Context: an optimization exercise on an open-source flow, tuned for small area and a short achievable clock period. The choices shown serve that exercise and are no tape-out recipe. The clock port is modelled as an ideal driver, which makes a skipped or thinned clock tree look cheaper than it is; a real chip needs a root buffer or a tree. Power and IR drop assume default switching activity.

Setup of run A:
Design test_wrapper, start of the top module:
module test_wrapper #(
	parameter SYS_VERSION = 41,
	parameter WIDTH = 16,
	parameter NUM_SUB_MON = 3
)(
	input clk,
	input reset,
	input       [5:0] slave_address,
	input             slave_read,
	input             slave_write,
	input      [31:0] slave_writedata,
	output reg [31:0] slave_readdata,
	output [15:0] dut_a,
	output [15:0] dut_b,
	input  [15:0] dut_out
);
export LEC_CHECK = 0
export ABC_AREA = 1
export CAP_MARGIN = 20
export CORE_MARGIN = 2
export CORE_UTILIZATION = 55
export SETUP_SLACK_MARGIN = 1.3
export SLEW_MARGIN = 20
export SYNTH_HIERARCHICAL = 1
create_clock -name core_clock -period 3.0 [get_ports {clk}]
standard.sh (not shown) runs the stock make flow with config.mk's settings and CLKGATE_MAP_FILE= SYNTH_SCRIPT=/design/flow/synth_recipe.tcl, a recipe that flattens the netlist after the stock synthesis.
==> flow/flow/run.sh <==
#!/bin/bash
set -euo pipefail
here=$(cd "$(dirname "$0")" && pwd)
export BUFFER_PORTS_ARGS="-buffer_cell sky130_fd_sc_hd__buf_2"
export CTS_ARGS="-sink_clustering_enable -repair_clock_nets -dont_use_dummy_load -sink_clustering_size 30 -sink_clustering_max_diameter 80"
export PRE_CTS_TCL="$here/cts_root.tcl"
export FLOW_CLOCK_PORT=clk
bash standard.sh > make.log 2>&1
==> flow/flow/cts_root.tcl <==
rename clock_tree_synthesis my_tritoncts
proc clock_tree_synthesis { args } {
  my_tritoncts {*}$args
  my_drop_root_buffer
}

proc my_drop_root_buffer { } {
  set block [ord::get_db_block]
  set port_net [$block findNet $::env(FLOW_CLOCK_PORT)]
  set roots {}
  foreach it [$port_net getITerms] { lappend roots $it }
  if { [llength $roots] != 1 } { puts "drop_root: port drives [llength $roots] pins, kept"; return }
  set rit [lindex $roots 0]
  set root [$rit getInst]
  if { ![string match "sky130_fd_sc_hd__clkbuf_*" [[$root getMaster] getName]] } { puts "drop_root: no root buffer"; return }
  set root_net "NULL"
  foreach it [$root getITerms] {
    if { [$it isOutputSignal] } { set root_net [$it getNet] }
  }
  set loads {}
  foreach it [$root_net getITerms] {
    if { [$it isOutputSignal] } { continue }
    if { ![string match "sky130_fd_sc_hd__clkbuf_*" [[[$it getInst] getMaster] getName]] } {
      puts "drop_root: root drives a non-buffer, kept"; return
    }
    lappend loads $it
  }
  if { [llength $loads] > 4 } { puts "drop_root: root drives [llength $loads] buffers, kept"; return }
  foreach it $loads {
    $it disconnect
    $it connect $port_net
  }
  foreach it [$root getITerms] { $it disconnect }
  odb::dbInst_destroy $root
  odb::dbNet_destroy $root_net
  puts "drop_root: the clock port drives [llength $loads] buffers directly"
}
#### Input delta (run B over run A)
# run A
export LEC_CHECK = 0
export ABC_AREA = 1
export CAP_MARGIN = 20
export CORE_MARGIN = 2
export CORE_UTILIZATION = 55
export SETUP_SLACK_MARGIN = 1.3
export SLEW_MARGIN = 20
export SYNTH_HIERARCHICAL = 1
create_clock -name core_clock -period 3.0 [get_ports {clk}]
# run B
export LEC_CHECK = 0
export ABC_AREA = 1
export CAP_MARGIN = 20
export CORE_MARGIN = 2
export CORE_UTILIZATION = 70
export SETUP_SLACK_MARGIN = 1.4
export SLEW_MARGIN = 20
export SYNTH_HIERARCHICAL = 1
create_clock -name core_clock -period 3.0 [get_ports {clk}]
Results
Between run A and run B, global-route usage increased.
Comparing run A and run B, routed wire length is lower on run A.
Sort run A and run B by cell depth of the worst flop-to-flop path, descending, and run A comes first.
Side by side, share of the cycle needed by the critical path after routing turned out lower in run B than in run A.
Run B improves on run A in internal power.
In the flow results for run A and run B, the fmax is larger on run B.
[inputs] run C vs run B
# run B
export LEC_CHECK = 0
export ABC_AREA = 1
export CAP_MARGIN = 20
export CORE_MARGIN = 2
export CORE_UTILIZATION = 70
export SETUP_SLACK_MARGIN = 1.4
export SLEW_MARGIN = 20
export SYNTH_HIERARCHICAL = 1
create_clock -name core_clock -period 3.0 [get_ports {clk}]
# run C
export LEC_CHECK = 0
export ABC_AREA = 1
export CAP_MARGIN = 20
export CORE_MARGIN = 2
export CORE_UTILIZATION = 55
export SETUP_SLACK_MARGIN = 1.4
export SLEW_MARGIN = 20
export SYNTH_HIERARCHICAL = 1
create_clock -name core_clock -period 3.0 [get_ports {clk}]
==> flow/flow/run.sh <==
#!/bin/bash
set -euo pipefail
here=$(cd "$(dirname "$0")" && pwd)
export BUFFER_PORTS_ARGS="-buffer_cell sky130_fd_sc_hd__buf_2"
export CTS_ARGS="-sink_clustering_enable -repair_clock_nets -dont_use_dummy_load -sink_clustering_size 30 -sink_clustering_max_diameter 80"
export PRE_CTS_TCL="$here/cts_root.tcl"
export POST_CTS_TCL="$here/post_cts.tcl"
export FLOW_CLOCK_PORT=clk
bash standard.sh > make.log 2>&1
==> flow/flow/post_cts.tcl (new file) <==
# Area recovery after clock tree synthesis: downsize gates off the critical
# paths while keeping the setup slack margin, then legalize the placement.
log_cmd repair_timing -setup_margin $::env(SETUP_SLACK_MARGIN) -recover_power 100 -verbose
log_cmd detailed_placement
Notes after the runs:
Relative to run B, number of placed instances with taps included has gone up in run C.
Run C: area growth from synthesis to layout 0.21 points below run B
Compared with run B, in run C clock latency of the later-clocked register in the worst-skew pair held steady; share of cell area taken by multi-input logic gates decreased by 0.27 points relative to the old numbers; relative contribution of combinational cells to total power fell by 0.3 points; clock skew up 6.8 ps; starting utilization of the core area lost 15 points.
What run D does differently from run C at the input level:
==> flow/flow/run.sh <==
#!/bin/bash
set -euo pipefail
here=$(cd "$(dirname "$0")" && pwd)
export BUFFER_PORTS_ARGS="-buffer_cell sky130_fd_sc_hd__buf_2"
export CTS_ARGS="-sink_clustering_enable -repair_clock_nets -dont_use_dummy_load -sink_clustering_size 30 -sink_clustering_max_diameter 80"
export PRE_CTS_TCL="$here/cts_root.tcl"
export FLOW_CLOCK_PORT=clk
bash standard.sh > make.log 2>&1
removed: flow/flow/post_cts.tcl
Findings:
Diff run D and run C: setup slack lower in run D. Total number of vias: run D vs run C, no meaningful difference. Run D vs run C, worst setup path endpoint: set_b[2] vs data_ctr[30]. Run D and run C ended up with nearly the same total power draw. Run D vs run C: leakage power total up in run D. Looking at run D and run C, the met2 routed wirelength is a wash. Comparing run C with run D, the wire length of the first global-routing pass came out essentially unchanged.
--- input diff run D..run E ---
# run D
export LEC_CHECK = 0
export ABC_AREA = 1
export CAP_MARGIN = 20
export CORE_MARGIN = 2
export CORE_UTILIZATION = 55
export SETUP_SLACK_MARGIN = 1.4
export SLEW_MARGIN = 20
export SYNTH_HIERARCHICAL = 1
create_clock -name core_clock -period 3.0 [get_ports {clk}]
# run E
export LEC_CHECK = 0
export ABC_AREA = 1
export CAP_MARGIN = 20
export CORE_MARGIN = 2
export CORE_UTILIZATION = 40
export SETUP_SLACK_MARGIN = 1.4
export SLEW_MARGIN = 20
export SYNTH_HIERARCHICAL = 1
create_clock -name core_clock -period 3.0 [get_ports {clk}]
Results
Side by side, die area turned out higher in run E than in run D. In run E the fraction of area in registers turned out 1.3 points lower than in run D. Of run D and run E, run D shows the higher maximum frequency from static timing analysis, with run E below it. For run E, the worst setup path startpoint was fb_0[0], unlike run D, where it was slave_write. Run E: worst setup timing slack at the placement stage lower than run D. Area of all sequential standard cells: run E vs run D, no meaningful difference. Run E vs. run D: global-route wire length before repair went up; final layout net count went up by 0.36%; part of the power in registers dropped 0.7 points; met2 track utilization from global routing down 10 points.
No run of this note included a check of the RTL's function; only the layout flow was run.

-- separate check: timing with driven ports --
The flow's constraints put no driver on any port. The routed layouts listed below were extracted and timed again, unchanged, in two steps. Step 1: set_driving_cell puts a clkbuf_16 on clk and a buf_2 on each other input, an assumption about the parent block. Step 2 moves the port delays by t, midway between the first and last clock arrival at a register: inputs arrive t later, outputs are due t later. That takes back most of the time a late clock gives input paths. Slacks: ideal ports / drivers / drivers and shift; pairs: ideal ports / drivers.
run	shift t [ns]	setup slack, ns	worst hold slack (ns)	worst setup path after step 2	slew at the worst register clock pin (ns)
run A	0.460	1.285 / 1.285 / 0.996	0.320 / 0.305 / 0.320	input to register	0.11 / 0.11
run B	0.449	1.351 / 1.311 / 0.978	0.332 / 0.320 / 0.332	input to register	0.11 / 0.11
run C	0.462	1.409 / 1.344 / 0.994	0.319 / 0.319 / 0.319	input to register	0.11 / 0.11
run D	0.461	1.404 / 1.363 / 0.985	0.320 / 0.320 / 0.320	input to register	0.11 / 0.11
run E	0.472	1.355 / 1.283 / 0.988	0.334 / 0.334 / 0.334	input to register	0.11 / 0.11
After both steps every run listed still meets setup and hold. The setup slack of run D, which loses most, moves by -0.041 ns with the drivers and by -0.419 ns with both steps.
